Context: an optimization exercise on an open-source flow, tuned for small area, a short achievable clock period and few clock cycles. The choices shown serve that exercise and are no tape-out recipe. Power and IR drop assume default switching activity.

==> build 87: inputs <==
==> flow/design.v <==
`default_nettype none
module regFile (clk, rst, ra, rb, rdata_a, rdata_b, we, waddr, wdata);
   input wire        clk, rst;
   input wire [2:0]  ra, rb;
   output wire [15:0] rdata_a, rdata_b;
   input wire        we;
   input wire [2:0]  waddr;
   input wire [15:0] wdata;
   reg [7:0]  valid;
   wire [7:0] wsel = we ? (8'd1 << waddr) : 8'd0;
   wire [15:0] r [0:7];
   genvar g;
   generate
      for (g = 0; g < 8; g = g + 1) begin : rg
         reg [15:0] q;
         always @(posedge clk)
            if (wsel[g]) q <= wdata;
         assign r[g] = q;
      end
   endgenerate
   always @(posedge clk)
      if (rst) valid <= 8'd0;
      else     valid <= valid | wsel;
   wire [7:0] sa = (8'd1 << ra) & valid;
   wire [7:0] sb = (8'd1 << rb) & valid;
   reg [15:0] oa, ob;
   integer i;
   always @(*) begin
      oa = 16'd0; ob = 16'd0;
      for (i = 0; i < 8; i = i + 1) begin
         oa = oa | ({16{sa[i]}} & r[i]);
         ob = ob | ({16{sb[i]}} & r[i]);
      end
   end
   assign rdata_a = oa;
   assign rdata_b = ob;
endmodule
`default_nettype wire
`default_nettype none
module alu (a, b, inv_a, sh_op, sel_add, sel_xor, sel_andn, sel_sh, sel_set,
            set_op, sum, res);
   input wire [15:0] a;        
   input wire [15:0] b;        
   input wire        inv_a;    
   input wire [1:0]  sh_op;    
   input wire        sel_add, sel_xor, sel_andn, sel_sh, sel_set;
   input wire [1:0]  set_op;   
   output wire [15:0] sum;
   output wire [15:0] res;
   wire [15:0] x = a ^ {16{inv_a}};
   wire [16:0] s17 = {1'b0, x} + {1'b0, b} + {16'd0, inv_a};
   assign sum = s17[15:0];
   wire cout = s17[16];
   wire b_ge_a = (a[15] ^ b[15]) ? b[15] == 1'b0 : ~sum[15];
   wire eq = (a == b);
   wire setbit = (set_op == 2'b00) ? eq :
                 (set_op == 2'b01) ? (b_ge_a & ~eq) :
                 (set_op == 2'b10) ? b_ge_a :
                                     cout;
   wire [3:0] s = b[3:0];
   wire       right = sh_op[1];
   wire [3:0] amt = right ? (4'd0 - s) : s;
   wire [15:0] r0 = amt[0] ? {a[14:0], a[15]}     : a;
   wire [15:0] r1 = amt[1] ? {r0[13:0], r0[15:14]} : r0;
   wire [15:0] r2 = amt[2] ? {r1[11:0], r1[15:12]} : r1;
   wire [15:0] r3 = amt[3] ? {r2[7:0], r2[15:8]}   : r2;
   reg [15:0] keep_l;    
   integer i;
   always @(*)
      for (i = 0; i < 16; i = i + 1) keep_l[i] = (i >= s);
   wire [15:0] keep_r;   
   genvar g;
   generate for (g = 0; g < 16; g = g + 1) begin : rv
      assign keep_r[g] = keep_l[15 - g];
   end endgenerate
   wire [15:0] mask = ~sh_op[0] ? 16'hffff : right ? keep_r : keep_l;
   wire [15:0] shres = r3 & mask;
   assign res = ({16{sel_add}}  & sum) |
                ({16{sel_xor}}  & (a ^ b)) |
                ({16{sel_andn}} & (a & ~b)) |
                ({16{sel_sh}}   & shres) |
                {15'd0, sel_set & setbit};
endmodule
`default_nettype wire
`default_nettype none
module proc ( 
   imem_addr, dmem_addr, dmem_wdata, dmem_wr, halt,
   clk, rst, imem_data, dmem_rdata
   );
   input wire clk;
   input wire rst;
   output wire [15:0] imem_addr;
   input wire [15:0]  imem_data;
   output wire [15:0] dmem_addr;
   output wire [15:0] dmem_wdata;
   output wire        dmem_wr;
   input wire [15:0]  dmem_rdata;
   output wire        halt;
   reg [15:0] pc;         
   reg [15:0] ir;         
   reg        ev;         
   reg        halted;
   reg [15:0] m_addr, m_wdata;
   reg        m_wr, m_ld;
   reg [2:0]  m_rd;
   wire [4:0] op = ir[15:11];
   wire [1:0] fn = ir[1:0];
   wire [2:0] rs = ir[10:8];
   wire [2:0] rt = ir[7:5];
   wire [2:0] rd = ir[4:2];
   wire is_halt = (op == 5'b00000);
   wire is_j    = (op == 5'b00100);
   wire is_jr   = (op == 5'b00101);
   wire is_jal  = (op == 5'b00110);
   wire is_jalr = (op == 5'b00111);
   wire is_alui = (op[4:2] == 3'b010);
   wire is_br   = (op[4:2] == 3'b011);
   wire is_st   = (op == 5'b10000);
   wire is_ld   = (op == 5'b10001);
   wire is_slbi = (op == 5'b10010);
   wire is_stu  = (op == 5'b10011);
   wire is_shi  = (op[4:2] == 3'b101);
   wire is_lbi  = (op == 5'b11000);
   wire is_btr  = (op == 5'b11001);
   wire is_shr  = (op == 5'b11010);
   wire is_alur = (op == 5'b11011);
   wire is_set  = (op[4:2] == 3'b111);
   wire [1:0] aop = is_alur ? fn : op[1:0];    
   wire alu_grp = is_alui | is_alur;
   wire wr_rt = is_alui | is_shi | is_ld;
   wire wr_rs = is_lbi | is_slbi | is_stu;
   wire wr_rd = is_btr | is_shr | is_alur | is_set;
   wire wr_r7 = is_jal | is_jalr;
   wire e_we  = ev & (wr_rt | wr_rs | wr_rd | wr_r7) & ~is_ld;
   wire [2:0] e_dst = wr_rt ? rt : wr_rs ? rs : wr_rd ? rd : 3'd7;
   wire use_imm = ~(op[4] & op[3]);
   wire sx5 = (is_alui & ~op[1]) | (op[4:2] == 3'b100);    
   wire ihi = sx5 & ir[4];
   wire is_jrx = is_jr | is_jalr;
   wire [15:0] imm = is_jrx ? {{8{ir[7]}}, ir[7:0]} : {{11{ihi}}, ir[4:0]};
   wire [15:0] ra_d, rb_d;
   wire        rf_we;
   wire [2:0]  rf_wa;
   wire [15:0] rf_wd;
   regFile RF(.clk(clk), .rst(rst), .ra(rs), .rb(rt), .rdata_a(ra_d), .rdata_b(rb_d),
              .we(rf_we), .waddr(rf_wa), .wdata(rf_wd));
   wire [15:0] opb = use_imm ? imm : rb_d;
   wire inv_a = (alu_grp & (aop == 2'b01)) | (is_set & (op[1] ^ op[0]));
   wire [1:0] sh_op = is_shi ? op[1:0] : fn;
   wire sel_add = (alu_grp & (aop == 2'b00)) | (alu_grp & (aop == 2'b01)) | is_stu;
   wire sel_xor = alu_grp & (aop == 2'b10);
   wire sel_andn = alu_grp & (aop == 2'b11);
   wire sel_sh  = is_shi | is_shr;
   wire [15:0] sum, alu_res;
   alu ALU(.a(ra_d), .b(opb), .inv_a(inv_a), .sh_op(sh_op), .sel_add(sel_add),
           .sel_xor(sel_xor), .sel_andn(sel_andn), .sel_sh(sel_sh), .sel_set(is_set),
           .set_op(op[1:0]), .sum(sum), .res(alu_res));
   wire [15:0] btr;
   genvar g;
   generate for (g = 0; g < 16; g = g + 1) begin : bt
      assign btr[g] = ra_d[15 - g];
   end endgenerate
   wire [15:0] e_res = alu_res |
                       ({16{is_btr}}  & btr) |
                       ({16{is_lbi}}  & {{8{ir[7]}}, ir[7:0]}) |
                       ({16{is_slbi}} & {ra_d[7:0], ir[7:0]}) |
                       ({16{wr_r7}}   & pc);
   wire zero = (ra_d == 16'd0);
   wire cond = (op[1:0] == 2'b00) ? zero :
               (op[1:0] == 2'b01) ? ~zero :
               (op[1:0] == 2'b10) ? ra_d[15] : ~ra_d[15];
   wire taken = ev & (is_j | is_jal | is_jrx | (is_br & cond));
   wire [15:0] boff = (is_j | is_jal) ? {{5{ir[10]}}, ir[10:0]} : {{8{ir[7]}}, ir[7:0]};
   wire [15:0] btgt = pc + boff;
   wire [15:0] target = is_jrx ? sum : btgt;
   wire e_halt = ev & is_halt;
   wire replay = ev & is_ld;
   wire stop   = replay | e_halt | halted;
   assign rf_we = m_ld | e_we;
   assign rf_wa = m_ld ? m_rd : e_dst;
   assign rf_wd = m_ld ? dmem_rdata : e_res;
   always @(posedge clk) begin
      ir     <= imem_data;
      m_addr <= sum;
      m_wdata <= rb_d;
      m_rd   <= rt;
      if (rst) begin
         pc     <= 16'd0;
         ev     <= 1'b0;
         halted <= 1'b0;
         m_wr   <= 1'b0;
         m_ld   <= 1'b0;
      end else begin
         pc     <= taken ? target : pc + {14'd0, ~stop, 1'b0};
         ev     <= ~taken & ~stop;
         halted <= halted | e_halt;
         m_wr   <= ev & (is_st | is_stu);
         m_ld   <= ev & is_ld;
      end
   end
   assign imem_addr  = pc;
   assign dmem_addr  = m_addr;
   assign dmem_wdata = m_wdata;
   assign dmem_wr    = m_wr;
   assign halt       = e_halt | halted;
endmodule  
`default_nettype wire
==> flow/run.sh <==
#!/bin/bash
# synth_recipe.tcl (not shown) runs the flow's synth.tcl, then flattens the netlist and writes it again
# the make line also repeats each setting of config.mk as NAME=value (left out here)
make -C /OpenROAD-flow-scripts/flow DESIGN_CONFIG=/design/flow/config.mk WORK_HOME=/design/flow/orfs CLKGATE_MAP_FILE= SYNTH_SCRIPT=/design/flow/synth_recipe.tcl finish
==> flow/config.mk <==
export PLATFORM = sky130hd
export DESIGN_NAME = proc
export DESIGN_NICKNAME = proc
export VERILOG_FILES = /design/flow/design.v
export SDC_FILE = /design/flow/constraint.sdc
export NUM_CORES = 4
export LEC_CHECK = 0
export ABC_AREA = 1
export CAP_MARGIN = 20
export CORE_MARGIN = 2
export CORE_UTILIZATION = 40
export SLEW_MARGIN = 20
==> flow/constraint.sdc <==
create_clock -name core_clock -period 12.0 [get_ports {clk}]
set_input_delay 2.4000 -clock core_clock [delete_from_list [all_inputs] [get_ports {clk}]]
set_output_delay 2.4000 -clock core_clock [all_outputs]
set_load 0.01 [all_outputs]
==> build 8 (differences from build 87) <==
==> flow/design.v, changed modules only <==
module proc ( 
   imem_addr, dmem_addr, dmem_wdata, dmem_wr, halt,
   clk, rst, imem_data, dmem_rdata
   );
   input wire clk;
   input wire rst;
   output wire [15:0] imem_addr;
   input wire [15:0]  imem_data;
   output wire [15:0] dmem_addr;
   output wire [15:0] dmem_wdata;
   output wire        dmem_wr;
   input wire [15:0]  dmem_rdata;
   output wire        halt;
   reg [15:0] pc;         
   reg [15:0] ir;         
   reg        ev;         
   reg        halted;
   wire [4:0] op = ir[15:11];
   wire [1:0] fn = ir[1:0];
   wire [2:0] rs = ir[10:8];
   wire [2:0] rt = ir[7:5];
   wire [2:0] rd = ir[4:2];
   wire is_halt = (op == 5'b00000);
   wire is_j    = (op == 5'b00100);
   wire is_jr   = (op == 5'b00101);
   wire is_jal  = (op == 5'b00110);
   wire is_jalr = (op == 5'b00111);
   wire is_alui = (op[4:2] == 3'b010);
   wire is_br   = (op[4:2] == 3'b011);
   wire is_st   = (op == 5'b10000);
   wire is_ld   = (op == 5'b10001);
   wire is_slbi = (op == 5'b10010);
   wire is_stu  = (op == 5'b10011);
   wire is_shi  = (op[4:2] == 3'b101);
   wire is_lbi  = (op == 5'b11000);
   wire is_btr  = (op == 5'b11001);
   wire is_shr  = (op == 5'b11010);
   wire is_alur = (op == 5'b11011);
   wire is_set  = (op[4:2] == 3'b111);
   wire [1:0] aop = is_alur ? fn : op[1:0];    
   wire alu_grp = is_alui | is_alur;
   wire wr_rt = is_alui | is_shi | is_ld;
   wire wr_rs = is_lbi | is_slbi | is_stu;
   wire wr_rd = is_btr | is_shr | is_alur | is_set;
   wire wr_r7 = is_jal | is_jalr;
   wire e_we  = ev & (wr_rt | wr_rs | wr_rd | wr_r7) & 1'b1;
   wire [2:0] e_dst = wr_rt ? rt : wr_rs ? rs : wr_rd ? rd : 3'd7;
   wire use_imm = ~(op[4] & op[3]);
   wire sx5 = (is_alui & ~op[1]) | (op[4:2] == 3'b100);    
   wire ihi = sx5 & ir[4];
   wire is_jrx = is_jr | is_jalr;
   wire [15:0] imm = is_jrx ? {{8{ir[7]}}, ir[7:0]} : {{11{ihi}}, ir[4:0]};
   wire [15:0] ra_d, rb_d;
   wire        rf_we;
   wire [2:0]  rf_wa;
   wire [15:0] rf_wd;
   regFile RF(.clk(clk), .rst(rst), .ra(rs), .rb(rt), .rdata_a(ra_d), .rdata_b(rb_d),
              .we(rf_we), .waddr(rf_wa), .wdata(rf_wd));
   wire [15:0] opb = use_imm ? imm : rb_d;
   wire inv_a = (alu_grp & (aop == 2'b01)) | (is_set & (op[1] ^ op[0]));
   wire [1:0] sh_op = is_shi ? op[1:0] : fn;
   wire sel_add = (alu_grp & (aop == 2'b00)) | (alu_grp & (aop == 2'b01)) | is_stu;
   wire sel_xor = alu_grp & (aop == 2'b10);
   wire sel_andn = alu_grp & (aop == 2'b11);
   wire sel_sh  = is_shi | is_shr;
   wire [15:0] sum, alu_res;
   alu ALU(.a(ra_d), .b(opb), .inv_a(inv_a), .sh_op(sh_op), .sel_add(sel_add),
           .sel_xor(sel_xor), .sel_andn(sel_andn), .sel_sh(sel_sh), .sel_set(is_set),
           .set_op(op[1:0]), .sum(sum), .res(alu_res));
   wire [15:0] btr;
   genvar g;
   generate for (g = 0; g < 16; g = g + 1) begin : bt
      assign btr[g] = ra_d[15 - g];
   end endgenerate
   wire [15:0] e_res = alu_res |
                       ({16{is_btr}}  & btr) |
                       ({16{is_lbi}}  & {{8{ir[7]}}, ir[7:0]}) |
                       ({16{is_slbi}} & {ra_d[7:0], ir[7:0]}) |
                       ({16{wr_r7}}   & pc);
   wire zero = (ra_d == 16'd0);
   wire cond = (op[1:0] == 2'b00) ? zero :
               (op[1:0] == 2'b01) ? ~zero :
               (op[1:0] == 2'b10) ? ra_d[15] : ~ra_d[15];
   wire taken = ev & (is_j | is_jal | is_jrx | (is_br & cond));
   wire [15:0] boff = (is_j | is_jal) ? {{5{ir[10]}}, ir[10:0]} : {{8{ir[7]}}, ir[7:0]};
   wire [15:0] btgt = pc + boff;
   wire [15:0] target = is_jrx ? sum : btgt;
   wire e_halt = ev & is_halt;
   wire stop   = e_halt | halted;
   assign rf_we = e_we;
   assign rf_wa = e_dst;
   assign rf_wd = is_ld ? dmem_rdata : e_res;
   always @(posedge clk) begin
      ir     <= imem_data;
      if (rst) begin
         pc     <= 16'd0;
         ev     <= 1'b0;
         halted <= 1'b0;
      end else begin
         pc     <= taken ? target : pc + {14'd0, ~stop, 1'b0};
         ev     <= ~taken & ~stop;
         halted <= halted | e_halt;
      end
   end
   assign imem_addr  = pc;
   assign dmem_addr  = sum;
   assign dmem_wdata = rb_d;
   assign dmem_wr    = ev & (is_st | is_stu);
   assign halt       = e_halt | halted;
endmodule  
Settings changed: ABC_AREA 1 to not set.
==> build 40 (differences from build 87) <==
Settings changed: ABC_AREA 1 to not set, CAP_MARGIN 20 to 60, SLEW_MARGIN 20 to 80.
==> summary of the runs <==
Global-route usage: build 87 > build 40 > build 8.
The lowest clock skew belongs to build 87, the highest to build 8.
The lowest register-to-register slack belongs to build 8, the highest to build 40.
The lowest clock power belongs to build 8, the highest to build 87.
Combinational power, highest first: build 40, build 8, build 87.
Setup slack: build 8 < build 87 < build 40.
The highest sequential share of layout area belongs to build 87, the lowest to build 40.
Of build 87 and build 40, build 87 has the higher die area (gap about 1.8%, measured against build 40).
Design area: build 8 < build 87 < build 40.
In build 87 the flip-flop and latch count is higher than in build 8, by 37.
Function was not checked in any run of this note: the RTL went through the layout flow alone.

## re-timing with driven ports
In the flow no input, the clock included, has a driving cell. The finished layouts below were timed again as built, in two steps. Step 1, drivers: a clkbuf_16 drives clk and a buf_2 each remaining input, both assumed. Step 2 also shifts input and output timing later by t, the mid clock arrival at the registers, as if the neighbouring blocks saw the same clock. Three values: no drivers, after step 1, after step 2; two values: the first two.
run | shift t [ns] | setup slack, ns | worst hold slack (ns) | worst slew at a driven data input, ns
build 87 | 0.593 | 6.134 / 6.134 / 6.134 | 0.471 / 0.471 / 0.471 | 0.04
build 8 | 0.483 | 3.679 / 3.627 / 4.111 | 0.501 / 0.501 / 0.501 | 0.04
build 40 | 0.574 | 6.829 / 6.829 / 6.829 | 0.488 / 0.488 / 0.488 | 0.05
After both steps every run listed still meets setup and hold.
